What follows belongs to an exercise in optimizing a design on an open flow for small area and a short achievable clock period; a production flow would make more cautious choices.
The RTL was checked by simulation tests, not by an equivalence proof against the original design.
No activity file was given, so power comes from the tool's default toggle rates.

==> flow/design.v <==
`timescale 1ns/1ps
module write_back #(
    parameter DATA_WIDTH = 32
) (
    input [DATA_WIDTH-1:0] alu_result,
    output reg [DATA_WIDTH-1:0] wr_data_reg
);
always @(*) wr_data_reg = alu_result;
endmodule
`timescale 1ns/1ps
module alu #(
    parameter DATA_WIDTH = 32,
    parameter SHIFT = 2  
) (
    input [DATA_WIDTH-1:0] x,
    input [DATA_WIDTH-1:0] y,
    input [3:0] ALUctrl,
    output reg [DATA_WIDTH-1:0] out_result,
    output reg n_flag,
    output reg z_flag,
    output reg c_flag,
    output reg v_flag
);
    reg [DATA_WIDTH-1:0] logic_out;      
    reg [DATA_WIDTH-1:0] shift_out;      
    reg [DATA_WIDTH-1:0] slt_out;        
    reg [DATA_WIDTH-1:0] mux3_out;       
    wire [DATA_WIDTH-1:0] y_mod;         
    wire adder_cin;
    wire [DATA_WIDTH-1:0] adder_result;
    wire carry_out;
    assign y_mod = y ^ {DATA_WIDTH{ALUctrl[2]}};   
    assign adder_cin = ALUctrl[2];
    assign {carry_out, adder_result} = x + y_mod + adder_cin;
always@(*)
begin
        c_flag = 0;
        v_flag = 0;
        logic_out = (ALUctrl[1:0] == 2'b00) ? (x & y) :
                    (ALUctrl[1:0] == 2'b01) ? (x | y) :
                    (ALUctrl[1:0] == 2'b10) ? adder_result :
                    (ALUctrl[1:0] == 2'b11) ? (x ^ y) : {DATA_WIDTH{1'b0}};
        shift_out = (ALUctrl[3:2] == 2'b01) ? (x << SHIFT) :
                    (ALUctrl[3:2] == 2'b10) ? (x >> SHIFT) :
                    (ALUctrl[3:2] == 2'b11) ? ($signed(x) >>> SHIFT) :
                    {DATA_WIDTH{1'b0}};
        slt_out = (ALUctrl == 4'b1110) ? ((x < y) ? 4'b0001 : 4'b0000) : {DATA_WIDTH{1'b0}};
        mux3_out = (ALUctrl[3]) ? slt_out : logic_out;
        out_result = (ALUctrl == 4'b1110) ? slt_out :
                     ((ALUctrl[3:2] == 2'b01) || (ALUctrl[3:2] == 2'b10) || (ALUctrl[3:2] == 2'b11)) ? shift_out :
                     mux3_out;
        z_flag = (out_result == 0);
        n_flag = out_result[DATA_WIDTH-1];
        c_flag = (ALUctrl[1:0] == 2'b10) ? carry_out : 1'b0;
        v_flag = (ALUctrl[1:0] == 2'b10) ? ((~(x[DATA_WIDTH-1] ^ y_mod[DATA_WIDTH-1])) & (x[DATA_WIDTH-1] ^ adder_result[DATA_WIDTH-1])) : 1'b0;
    end
endmodule
`timescale 1ns/1ps
module execute #(
    parameter DATA_WIDTH = 32
)(
    input  [DATA_WIDTH-1:0] reg_data1,
    input  [DATA_WIDTH-1:0] reg_data2,
    input  [DATA_WIDTH-1:0] imm_ext,
    input  [3:0]  ALUctrl,
    input         ALUsrc,
    output [DATA_WIDTH-1:0] alu_result,
    output        z_flag, n_flag, c_flag, v_flag
);
wire [DATA_WIDTH-1:0] alu_b;
assign alu_b = (ALUsrc) ? imm_ext : reg_data2;
alu #(.DATA_WIDTH(DATA_WIDTH)) alu_inst(
    .x(reg_data1),
    .y(alu_b),
    .ALUctrl(ALUctrl),
    .out_result(alu_result),
    .z_flag(z_flag),
    .n_flag(n_flag),
    .c_flag(c_flag),
    .v_flag(v_flag)
);
endmodule
`timescale 1ns/1ps
module register_file #(
    parameter DATA_WIDTH = 32,
    parameter REG_WIDTH = 5
)(
    input clk,
    input reset,
    input reg_write,
    input [REG_WIDTH-1:0] rd_reg_1,
    input [REG_WIDTH-1:0] rd_reg_2,
    input [REG_WIDTH-1:0] wr_reg,
    input [DATA_WIDTH-1:0] wr_data,
    output reg [DATA_WIDTH-1:0] rd_data_1,
    output reg [DATA_WIDTH-1:0] rd_data_2
);
reg [DATA_WIDTH-1:0] registers [0:(1<<REG_WIDTH)-1];
integer i;
always @(posedge clk or posedge reset) begin
    if (reset)
        for (i = 0; i < (1<<REG_WIDTH); i = i + 1)
            registers[i] <= 0;
    else if (reg_write && wr_reg != 0)
        registers[wr_reg] <= wr_data;
end
always @(*) rd_data_1 = registers[rd_reg_1];
always @(*) rd_data_2 = registers[rd_reg_2];
endmodule
`timescale 1ns/1ps
module control(
    input  [6:0] opcode,
    input  [2:0] funct3,
    input  [6:0] funct7,
    output reg       reg_write,
    output reg [3:0] ALUctrl,
    output reg       ALUsrc
);
always @(*) begin
    reg_write = 0;
    ALUctrl   = 4'b0000;
    ALUsrc    = 0;
    case (opcode)
        7'b0110011: begin  
            reg_write = 1;
            ALUsrc    = 0;
            case ({funct7, funct3})
                {7'b0000000, 3'b000}: ALUctrl = 4'b0010;  
                {7'b0100000, 3'b000}: ALUctrl = 4'b0110;  
                {7'b0000000, 3'b111}: ALUctrl = 4'b0000;  
                {7'b0000000, 3'b110}: ALUctrl = 4'b0001;  
                {7'b0000000, 3'b100}: ALUctrl = 4'b0011;  
                {7'b0000000, 3'b001}: ALUctrl = 4'b0111;  
                {7'b0000000, 3'b101}: ALUctrl = 4'b1011;  
                {7'b0100000, 3'b101}: ALUctrl = 4'b1111;  
                {7'b0000000, 3'b010}: ALUctrl = 4'b1110;  
                default: ALUctrl = 4'b0000;
            endcase
        end
        7'b0010011: begin  
            reg_write = 1;
            ALUsrc    = 1;
            case (funct3)
                3'b000: ALUctrl = 4'b0010;  
                3'b111: ALUctrl = 4'b0000;  
                3'b110: ALUctrl = 4'b0001;  
                3'b100: ALUctrl = 4'b0011;  
                3'b001: ALUctrl = 4'b0111;  
                3'b101: begin
                    if (funct7 == 7'b0000000) ALUctrl = 4'b1011;  
                    else if (funct7 == 7'b0100000) ALUctrl = 4'b1111;  
                end
                3'b010: ALUctrl = 4'b1110;  
                default: ALUctrl = 4'b0000;
            endcase
        end
        default: begin
            reg_write = 0;
            ALUctrl   = 4'b0000;
            ALUsrc    = 0;
        end
    endcase
end
endmodule
`timescale 1ns/1ps
module decode(
    input  [31:0] instruction,
    output [6:0]  opcode,
    output [4:0]  rd,
    output [2:0]  funct3,
    output [4:0]  rs1,
    output [4:0]  rs2,
    output [6:0]  funct7,
    output [31:0] imm_ext
);
assign opcode = instruction[6:0];
assign rd     = instruction[11:7];
assign funct3 = instruction[14:12];
assign rs1    = instruction[19:15];
assign rs2    = instruction[24:20];
assign funct7 = instruction[31:25];
assign imm_ext = {{20{instruction[31]}}, instruction[31:20]};
endmodule
`timescale 1ns/1ps
module inst_mem #(
    parameter INST_WIDTH = 32,
    parameter MEM_SIZE = 16
)(
    input clk,
    input reset,
    input rd_en,
    input [$clog2(MEM_SIZE)-1:0] rd_addr,
    input [INST_WIDTH-1:0] rd_data,
    output reg [INST_WIDTH-1:0] instruction
);
always @(posedge clk or posedge reset) begin
    if (reset)
        instruction <= {INST_WIDTH{1'b0}};
    else if (rd_en)
        instruction <= rd_data;
end
endmodule
`timescale 1ns/1ps
module fetch #(
    parameter INST_WIDTH = 32,
    parameter MEM_SIZE = 16
)(
    input clk,
    input reset,
    input rd_en,
    input [INST_WIDTH-1:0] imem_data,
    output reg [$clog2(MEM_SIZE)-1:0] pc,
    output [INST_WIDTH-1:0] instruction
);
always @(posedge clk or posedge reset) begin
    if (reset)
        pc <= 0;
    else if (rd_en)
        pc <= pc + 1;
end
inst_mem #(
    .INST_WIDTH(INST_WIDTH),
    .MEM_SIZE(MEM_SIZE)
) imem (
    .clk(clk),
    .reset(reset),
    .rd_en(rd_en),
    .rd_addr(pc),
    .rd_data(imem_data),
    .instruction(instruction)
);
endmodule
`timescale 1ns/1ps
module data_path #(
    parameter INST_WIDTH = 32,
    parameter DATA_WIDTH = 32,
    parameter REG_WIDTH = 5,
    parameter SHIFT = 2,
    parameter MEM_SIZE = 16
)(
    input clk,
    input reset,
    input rd_en,
    input [INST_WIDTH-1:0] imem_data,
    output [$clog2(MEM_SIZE)-1:0] imem_addr,
    output [DATA_WIDTH-1:0] alu_result
);
wire [INST_WIDTH-1:0] instruction;
wire [$clog2(MEM_SIZE)-1:0] pc;
wire [REG_WIDTH-1:0] rd, rs1, rs2;
wire [2:0] funct3;
wire [6:0] funct7;
wire [DATA_WIDTH-1:0] imm_ext;
wire [DATA_WIDTH-1:0] reg_data1, reg_data2, write_data;
wire [3:0] ALUctrl;
wire reg_write, ALUsrc;
wire z_flag, n_flag, c_flag, v_flag;
wire [6:0] opcode;
fetch #(
    .INST_WIDTH(INST_WIDTH),
    .MEM_SIZE(MEM_SIZE)
) fetch_stage (
    .clk(clk),
    .reset(reset),
    .rd_en(rd_en),
    .imem_data(imem_data),
    .pc(pc),
    .instruction(instruction)
);
assign imem_addr = pc;
decode decode_stage(
    .instruction(instruction),
    .opcode(opcode),
    .rd(rd),
    .funct3(funct3),
    .rs1(rs1),
    .rs2(rs2),
    .funct7(funct7),
    .imm_ext(imm_ext)
);
control ctrl(
    .opcode(opcode),
    .funct3(funct3),
    .funct7(funct7),
    .reg_write(reg_write),
    .ALUctrl(ALUctrl),
    .ALUsrc(ALUsrc)
);
register_file #(
    .DATA_WIDTH(DATA_WIDTH),
    .REG_WIDTH(REG_WIDTH)
) rf(
    .clk(clk),
    .reset(reset),
    .reg_write(reg_write),
    .rd_reg_1(rs1),
    .rd_reg_2(rs2),
    .wr_reg(rd),
    .wr_data(write_data),
    .rd_data_1(reg_data1),
    .rd_data_2(reg_data2)
);
execute #(
    .DATA_WIDTH(DATA_WIDTH)
) ex(
    .reg_data1(reg_data1),
    .reg_data2(reg_data2),
    .imm_ext(imm_ext),
    .ALUctrl(ALUctrl),
    .ALUsrc(ALUsrc),
    .alu_result(alu_result),
    .z_flag(z_flag),
    .n_flag(n_flag),
    .c_flag(c_flag),
    .v_flag(v_flag)
);
write_back #(
    .DATA_WIDTH(DATA_WIDTH)
) wb(
    .alu_result(alu_result),
    .wr_data_reg(write_data)
);
endmodule
==> flow/run.sh <==
#!/bin/bash
# synth_recipe.tcl (not shown) runs the flow's synth.tcl, then flattens the netlist and writes it again
# the make line also repeats each setting of config.mk as NAME=value (left out here)
make -C /OpenROAD-flow-scripts/flow DESIGN_CONFIG=/design/flow/config.mk WORK_HOME=/design/flow/orfs CLKGATE_MAP_FILE= SYNTH_SCRIPT=/design/flow/synth_recipe.tcl finish
==> flow/config.mk <==
export PLATFORM = sky130hd
export DESIGN_NAME = data_path
export DESIGN_NICKNAME = data_path
export VERILOG_FILES = /design/flow/design.v
export SDC_FILE = /design/flow/constraint.sdc
export NUM_CORES = 4
export LEC_CHECK = 0
export CAP_MARGIN = 20
export CORE_MARGIN = 2
export CORE_UTILIZATION = 35
export SETUP_SLACK_MARGIN = 0.5
export SLEW_MARGIN = 20
==> flow/constraint.sdc <==
create_clock -name core_clock -period 8.5 [get_ports {clk}]
set_input_delay 1.7000 -clock core_clock [delete_from_list [all_inputs] [get_ports {clk}]]
set_output_delay 1.7000 -clock core_clock [all_outputs]
set_load 0.01 [all_outputs]
==> impl_results.md, run 1 <==
- Largest net degree at the start of global routing: around 180
- Max-slew headroom: 0.121
- TritonCTS Buffers: 117
- Worst ir drop on vdd: about 0.00016 V
- FFs w/ async S/R, synth: 1.00
- Clock sink total: around 1100
- Syn Inst Count: just over 6000
- Wire per inst: slightly below 40 microns
- Port Buffers: 70
- Initial antenna violation count: 24
- CTS tree: yes
- DR vias: just over 60000
- Yosys warning count: 7
- CP Data Arrival Time: roughly 6500 ps
- Final std cells w/o fill: 8817
- Top-count cell post-synth: dfrtp_1
- Pwr dens: ~170 mW/mm^2
- Pre-antenna DRT Iters: 8
- Full die area: 0.170 sq mm
- Hold Crit Class: reg -> reg
- Clock root cell: clkbuf_16
- Actual slew at the worst max-slew pin: approximately 1300 ps
- Avg Cell Area, Syn: between 9 and 10 sq um
- Synth Cell Area: 0.0583 sq mm
- H-tree level count: 3
- Critical Path RT: a little under 7000 ps
- Maximum capacitance violations: 0
- Most area-consuming cells after synthesis: dfrtp_1 46%, mux2_2 7.1%, a22oi_1 6.6%, nand2_1 6.2%, o21ai_0 4.3%
- Vias in the first global route: roughly 56000
- Final hold violations: 0
- Total global routing overflow: 0
- Initial Util: 0.353
- Worst-path clk slew: roughly 60 ps
- Top-area cell type share of the netlist area: 0.455
- Vias/cell: 6.87
- Crit path launch type: flip-flop
- Final Setup Violations: 0
- CTS Hold Buffers Added: 0
- Antenna-violating nets left: 0
- Die extent in y: 412 microns
- Max Freq: about 120 MHz
- RePlAce Congestion: 1.02
- Main synth FF type: dfrtp_1
- Synth top cells by count: 1060 x dfrtp_1, 958 x nand2_1, 515 x a22oi_1
- Final Max Tran Viols: 0
- CP max FO: 16
- Worst skew pair latency: 820 ps
- Rows: 149
- I/O Pins: roughly 70
- Dpl cells: 8359
- Initial drt markers: about 11000
- Setup repair after global routing missed its margin: yes
- Die X: approximately 400 microns
- Flop and latch count out of synthesis: about 1100
- Post-synth EDFFs: 0
- Crit path time final: 8150 ps
- Area leader, netlist: dfrtp_1
- Max Clock Skew: about 42 ps
- Final net count: approximately 6700
- P_leak: roughly 32 nW
- GRT Overall Usage: 0.392
- Worst-case clock buffer depth: 3
- Distinct cells, synth: between 90 and 100
- Layout area overhead: 24.3%
- Sequential-to-total area share from yosys stat: 0.455
- Core area: roughly 0.17 sq mm
- Layout cells sized above 1: 0.258
- DP HPWL: ~220000 microns
- DR DRC count: 0
- Power Total: roughly 12 mW
- CP Capture Type: primary output
- Setup CP Type: reg -> out
- Routed wire length: between 300000 and 400000 microns
- Syn Nets: around 6400
- Outcome: complete, no violations
- First-pass GRT wire length: around 470000 microns
- Fin crit share: 0.959
[metal layers]
layer,global-route usage,wire [microns],vias up
li1,-,-,23500
met1,0.499,126000,29700
met2,0.525,133000,5589
met3,0.159,49400,1758
met4,0.299,33500,26
met5,0.0110,553,-
[cell families after synthesis]
group           count (synthesis)  share of synthesized area
flops                        1060                      0.455
compound gates               1936                      0.233
xor+xnor                       48                    0.00721
mux                           385                     0.0743
fa+ha+maj                     128                     0.0276
simple gates                 1931                      0.150
buf+inv                       726                     0.0534
[cell usage in the layout (no fill, tap or decap), types with 36 or more instances in the layout]
cell,n
buf_6,58
o21ai_0,495
buf_4,545
inv_1,114
nand2_1,929
nor3_1,53
a22o_1,168
clkdlybuf4s50_1,48
and3_1,54
a21oi_1,136
nor2_1,208
buf_12,104
dfrtp_1,1050
a31oi_1,42
clkbuf_16,121
nor2_4,89
a221oi_1,141
nand3_1,200
mux2_2,368
o21ai_1,105
ha_1,120
xnor2_1,36
nand4_1,126
a22oi_1,514
[flip-flops by register name, summed over array words and instances, names as in the netlist]
| signal | cells |
|---|---|
| fetch_stage.imem.instruction | 32 |
| fetch_stage.pc | 4 |
| rf.registers | 1024 |
[critical path, cell delays in order (launching register included)]
cell      delay (ps)
dfrtp_2          460
buf_6            150
or3_4            440
buf_4            180
nor2_4           260
buf_12           280
a21oi_1           70
nand4_1          130
nor3_2            70
nor3_2           350
a21oi_2          130
xnor2_1          160
ha_1             330
buf_6            110
nand4_1          210
or3_1            390
or3_4            400
a41oi_4          310
buf_6            150
buf_6             80
a311oi_2          80
a41o_1           250
a21oi_2          190
a211oi_4          90
buf_12           200
clkinv_4          40
buf_6             80
[area by class of cell]
cell class | instances | area, sq um
Tap cell | 2189 | 2740
Clock inverter | 45 | 599
Clock buffer | 164 | 3340
Multi-Input combinational cell | 4429 | 30800
Sequential cell | 1060 | 26500
Antenna cell | 21 | 52.6
Fill cell | 16000 | 92700
Inverter | 119 | 455
Timing Repair Buffer | 790 | 7900
[where the power goes]
group,switching (mW),internal (mW),total (mW)
clock network,2.34,3.07,5.41
logic,0.989,0.449,1.44
registers,0.0802,5.10,5.18
total,3.41,8.61,12.0
[through the flow]
step           setup WS, ps   util  cell area (sq um)  TNS [ps]  hold WS (ps)
2_1_floorplan         -7820      -              58300  -8286530           444
3_3_place_gp           -147  0.390              64400      -471           390
3_5_place_dp           -102  0.390              64500      -226           391
4_1_cts                 221  0.431              71100         0           406
5_1_grt                 350  0.438              72400         0           417
6_report                348  0.439              72400         0           407
[worst paths after layout]
check / to / startpoint / slack, ps / depth (start not counted)
setup reg to reg: rf.registers[9][22] / fetch_stage.imem.instruction[20] / 2290 / 27
hold reg to reg: rf.registers[0][20] / rf.registers[0][20] / 410 / 0
max in group asynchronous: rf.registers[13][30] / reset / 5130 / 4
hold / removal: rf.registers[0][20] / rf.registers[0][20] / 410 / 0
min in group asynchronous: rf.registers[17][16] / reset / 1440 / 2
setup / recovery: alu_result[22] / fetch_stage.imem.instruction[20] / 350 / 26
[what timing repair did]
action | in CTS | in global routing
cloned | 5 | 2
endpoints found under the setup margin | 30 | 29
resized for setup | 229 | 201
pin swaps | 70 | 85
buffers inserted | 169 | 51
==> inputs of run 2 (changes only) <==
==> flow/design.v (replaced) <==
`timescale 1ns/1ps
module data_path (
    input         clk,
    input         reset,
    input         rd_en,
    input  [31:0] imem_data,
    output [3:0]  imem_addr,
    output [31:0] alu_result
);
reg  [3:0]  pc;
reg  [4:0]  rd_q, rs1_q, rs2_q;    
reg         wr_q;                  
reg         isi_q;                 
reg         op_add, op_and, op_or, op_xor, op_sll, op_srl, op_slt;
reg  [31:0] a_q, b_q;              
reg  [31:1] valid;
reg  [31:0] rf [1:31];
assign imem_addr = pc;
wire [31:0] a = a_q;
wire [31:0] b = b_q;
wire [31:0] sum = a + b;
wire        lt  = a < b;
assign alu_result = ({32{op_add}} & sum)
                  | ({32{op_and}} & (a & b))
                  | ({32{op_or }} & (a | b))
                  | ({32{op_xor}} & (a ^ b))
                  | ({32{op_sll}} & {a[29:0], 2'b00})
                  | ({32{op_srl}} & {2'b00, a[31:2]})
                  | {31'b0, op_slt & lt};
wire [6:0] f_opc = imem_data[6:0];
wire [2:0] f_f3  = imem_data[14:12];
wire [6:0] f_f7  = imem_data[31:25];
wire       f_r   = (f_opc == 7'b0110011);
wire       f_i   = (f_opc == 7'b0010011);
wire       f7_0  = (f_f7 == 7'b0000000);
wire       f7_20 = (f_f7 == 7'b0100000);
reg d_add, d_or, d_xor, d_sll, d_srl, d_slt;
always @(*) begin
    d_add = 1'b0; d_or = 1'b0; d_xor = 1'b0;
    d_sll = 1'b0; d_srl = 1'b0; d_slt = 1'b0;
    if (f_r) begin
        case (f_f3)
            3'b000: begin d_add = f7_0; d_sll = f7_20; end
            3'b110: d_or  = f7_0;
            3'b100: d_xor = f7_0;
            3'b001: d_sll = f7_0;
            3'b101: d_srl = f7_0 | f7_20;
            3'b010: d_slt = f7_0;
            default: ;
        endcase
    end else if (f_i) begin
        case (f_f3)
            3'b000: d_add = 1'b1;
            3'b110: d_or  = 1'b1;
            3'b100: d_xor = 1'b1;
            3'b001: d_sll = 1'b1;
            3'b101: d_srl = f7_0 | f7_20;
            3'b010: d_slt = 1'b1;
            default: ;
        endcase
    end
end
wire d_and = ~(d_add | d_or | d_xor | d_sll | d_srl | d_slt);
wire [4:0]  n_rs1 = rd_en ? imem_data[19:15] : rs1_q;
wire [4:0]  n_rs2 = rd_en ? imem_data[24:20] : rs2_q;
wire        n_isi = rd_en ? f_i : isi_q;
wire [31:0] n_imm = rd_en ? {{20{imem_data[31]}}, imem_data[31:20]} : b_q;
reg [31:0] rdv1, rdv2;
integer k;
always @(*) begin
    rdv1 = 32'b0;
    rdv2 = 32'b0;
    for (k = 1; k < 32; k = k + 1) begin
        rdv1 = rdv1 | ({32{valid[k] && n_rs1 == k}} & rf[k]);
        rdv2 = rdv2 | ({32{valid[k] && n_rs2 == k}} & rf[k]);
    end
end
wire byp1 = wr_q && (rd_q == n_rs1);
wire byp2 = wr_q && (rd_q == n_rs2);
wire [31:0] a_n = byp1 ? alu_result : rdv1;
wire [31:0] b_n = n_isi ? n_imm : (byp2 ? alu_result : rdv2);
always @(posedge clk or posedge reset) begin
    if (reset) begin
        pc     <= 4'd0;
        wr_q   <= 1'b0;
        isi_q  <= 1'b0;
        op_add <= 1'b0;
        op_and <= 1'b1;
        op_or  <= 1'b0;
        op_xor <= 1'b0;
        op_sll <= 1'b0;
        op_srl <= 1'b0;
        op_slt <= 1'b0;
        a_q    <= 32'b0;
    end else begin
        a_q <= a_n;
        if (rd_en) begin
            pc     <= pc + 4'd1;
            wr_q   <= (f_r | f_i) && (imem_data[11:7] != 5'd0);
            isi_q  <= f_i;
            op_add <= d_add;
            op_and <= d_and;
            op_or  <= d_or;
            op_xor <= d_xor;
            op_sll <= d_sll;
            op_srl <= d_srl;
            op_slt <= d_slt;
        end
    end
end
always @(posedge clk) begin
    b_q <= b_n;
    if (rd_en) begin
        rd_q  <= imem_data[11:7];
        rs1_q <= imem_data[19:15];
        rs2_q <= imem_data[24:20];
    end
end
genvar g;
generate
    for (g = 1; g < 32; g = g + 1) begin : regs
        always @(posedge clk or posedge reset) begin
            if (reset)
                valid[g] <= 1'b0;
            else if (wr_q && rd_q == g)
                valid[g] <= 1'b1;
        end
        always @(posedge clk) begin
            if (wr_q && rd_q == g)
                rf[g] <= alu_result;
        end
    end
endgenerate
endmodule
==> run 2 against run 1 <==
- still clean on timing, DRC and antenna
- combinational power decreased by 81%
- flip-flop and latch count grew 55
- cell area shrank 21%
- clock power is 8.3% lower
- core utilization down 4.0 points
- critical path type unchanged
- largest cell class is now sequential cells
==> impl_results.md, run 2 <==
- Most flops, register: rf
- DR vias: 43200
- CTS tree: yes
- Outcome: complete, no violations
- Final Util: 0.398
- Setup Buffers After CTS: 0
- Vias in the first global route: between 30000 and 40000
- Flop and latch count out of synthesis: roughly 1100
- Non-Filler Cell Area, Final: ~0.057 sq mm
- Rows: 139
- Critical Path RT: 6800 ps
- Crit path time final: approximately 7000 ps
- Pwr dens: between 150 and 200 mW/mm^2
- Initial drt markers: 11500
- Max Freq: ~140 MHz
- Die X: between 300 and 400 microns
- Crit path launch type: flip-flop
- Setup repair after global routing missed its margin: no
- Syn Inst Count: 3609
- Setup_tns: 0 ps
- First-pass GRT wire length: about 340000 microns
- DR DRC count: 0
- Final WS setup: between 1500 and 2000 ps
- Most area-consuming cells after synthesis: edfxtp_1 61%, a22oi_1 5.2%, a22o_1 4.9%, a221oi_1 4.6%, dfrtp_1 3.7%
- Clock root cell: clkbuf_16
- Most frequent cells in the layout: 1029 x edfxtp_1, 354 x a22oi_1, 282 x a22o_1, 267 x a221oi_1, 159 x buf_4
- Sequential-to-total area share from yosys stat: 0.651
- Distinct cells, synth: 90
- Syn Nets: 3742
- Port Buffers: 70
- Maximum capacitance violations: 0
- H-tree level count: 3
- Worst-path clk slew: 60 ps
- Antenna-violating nets left: 0
- Largest net degree at the start of global routing: 55
- Setup WS pre-CTS: 2420 ps
- Total global routing overflow: 0
- Fin crit share: 0.821
- Max-slew headroom: 0.103
- RePlAce Congestion: 1.01
- CTS Hold Buffers Added: 0
- R2R setup slack: about 4000 ps
- Main synth FF type: edfxtp_1
- Hold Crit Class: reg -> reg
- Layout area overhead: 12.8%
- Worst path slowest cell: a221oi_1
- CP Capture Type: primary output
- Max incr delay on CP: 1000 ps
- Actual slew at the worst max-slew pin: 1350 ps
- Synth top cells by count: 1029 x edfxtp_1, 354 x a22oi_1, 282 x a22o_1
- Initial Util: 0.353
- Top-count cell post-synth: edfxtp_1
- Initial antenna violation count: 9
- Worst skew pair latency: between 700 and 800 ps
- Post-synth EDFFs: approximately 1000
- FFs w/ async S/R, synth: 0.0682
- FF-to-FF path depth: 9
- P_leak: 17.5 nW
- Area leader, netlist: edfxtp_1
- Crit path cell chain: ha_1, fa_1, a21oi_1, o21ai_0, a21oi_1, o31ai_1, a32oi_1, o21ai_0, a221oi_1, inv_1, buf_4, clkdlybuf4s50_1
- Wire per inst: ~45 microns
- I/O Pins: 71
- Final hold violations: 0
- Clock sink total: 1115
- Hold Path Origin: pc[3]
- Core area: ~0.14 sq mm
- Die extent in y: 385 microns
- CP Data Arrival Time: about 5300 ps
- Final Setup Violations: 0
- Max FFs per register: 992
- Top-area cell type share of the netlist area: 0.609
- GRT Overall Usage: 0.331
- Final Max Tran Viols: 0
- Routed wire length: 252000 microns
- CP max FO: 32
- Max Clock Skew: 42.3 ps
- Final net count: roughly 3800
- Layout cells sized above 1: 0.136
- Worst-case clock buffer depth: 3
- Setup CP Type: reg -> out
- DP HPWL: 137000 microns
- Post_cts resized: 0
- Synth Cell Area: 0.0507 sq mm
- Final std cells w/o fill: between 5000 and 6000
- Yosys warning count: 2
- Hold depth: 1
- Power Total: about 11 mW
- Biggest regs: rf x992, a_q x32, b_q x32
- Pre-antenna DRT Iters: 13
- Full die area: 0.148 sq mm
- Area post-placement: 0.0536 sq mm
- Hold_ws: slightly below 500 ps
- Most common cell after layout, fill and taps aside: edfxtp_1
- Dpl cells: between 5000 and 6000
- Vias/cell: 7.65
- Worst ir drop on vdd: around 0.00016 V
- TritonCTS Buffers: 112
- R2R Path Start: rs2_q[1]
- Avg Cell Area, Syn: between 10 and 15 sq um
- Worst R2R End: b_q[3]
- Hold Path End: pc[3]
## run 2: changes by cell type after synthesis, sizes merged, moves of 161 or more
cell	change
o21ai	-550
dfrtp	-985
mux2	-362
nand2	-864
nor2	-229
clkbuf	-293
edfxtp	+1029
a22oi	-161
## run 2: per-layer routing
| metal | up-vias | global-route usage | part of all wire |
|---|---|---|---|
| met2 | 5350 | 0.463 | 0.40 |
| met1 | 20800 | 0.396 | 0.32 |
| li1 | 15200 | - | - |
| met5 | - | 0.00910 | 0.0013 |
| met4 | 18 | 0.231 | 0.099 |
| met3 | 1806 | 0.161 | 0.18 |
## run 2: worst max path at each step
stage,start,cells past startpoint,end,slack [ps]
5_1_grt,b_q[0],12,alu_result[24],1400
6_report,b_q[0],12,alu_result[24],1520
2_1_floorplan,a_q[17],10,alu_result[29],3160
3_5_place_dp,b_q[0],12,alu_result[24],2420
3_3_place_gp,b_q[0],12,alu_result[24],2380
4_1_cts,b_q[0],12,alu_result[24],1620
## run 2: report_power, final
group	switching, mW	internal (mW)
registers	0.0353	5.94
clock network	2.22	2.74
logic	0.167	0.104
total	2.43	8.79
## run 2: kinds of logic (layout without fill, tap and decap cells)
| kind of cell | Yosys count | in the layout | share of synthesized area |
|---|---|---|---|
| other | 0 | 11 | 0 |
| XOR/XNOR | 28 | 28 | 0.00498 |
| AO/OA/AOI/OAI | 1302 | 1302 | 0.207 |
| adder cells (fa/ha/maj) | 98 | 98 | 0.0243 |
| buffers and inverters | 426 | 547 | 0.0425 |
| AND/OR/NAND/NOR | 628 | 628 | 0.0675 |
| multiplexers | 12 | 12 | 0.00276 |
| flip-flops | 1115 | 1115 | 0.651 |
## run 2: final cells by class
cell class / count / area [sq um]
Timing Repair Buffer: 231 / 1930
Clock buffer: 147 / 3060
Antenna cell: 11 / 27.5
Multi-Input combinational cell: 2068 / 15900
Clock inverter: 60 / 503
Sequential cell: 1115 / 33000
Fill cell: 13300 / 86400
Inverter: 109 / 412
Tap cell: 1903 / 2380
## run 2: worst max-delay path, delay by kind of cell (launching register included)
kind	cells	cell delay (ps)
buffers and inverters	3	1030
adder cells (fa/ha/maj)	2	690
AO/OA/AOI/OAI	7	2400
flip-flops	1	420

## port drivers added, routing unchanged
Ports are ideal in the flow. The routed layouts listed here were re-timed in OpenROAD. Step 1 sets driving cells, clkbuf_16 on the clock port and buf_2 on the other inputs (assumed; they add their load-dependent delay and slew). Step 2 times the ports against the registers' clock, not the clock port: input delays grow and output delays shrink by t, the midpoint of the rising clock arrivals with the driver on. Three values: ideal, step 1, step 2; two values: the first two.
| run | t, ns | setup slack, ns | worst setup path after step 2 | worst slew at a driven data input, ns |
|---|---|---|---|---|
| run 1 | 0.880 | 0.348 / 0.265 / 1.145 | register to output | 0.06 |
| run 2 | 0.826 | 1.524 / 1.437 / 1.962 | input to register | 0.04 |
After both steps every run listed still meets setup and hold.
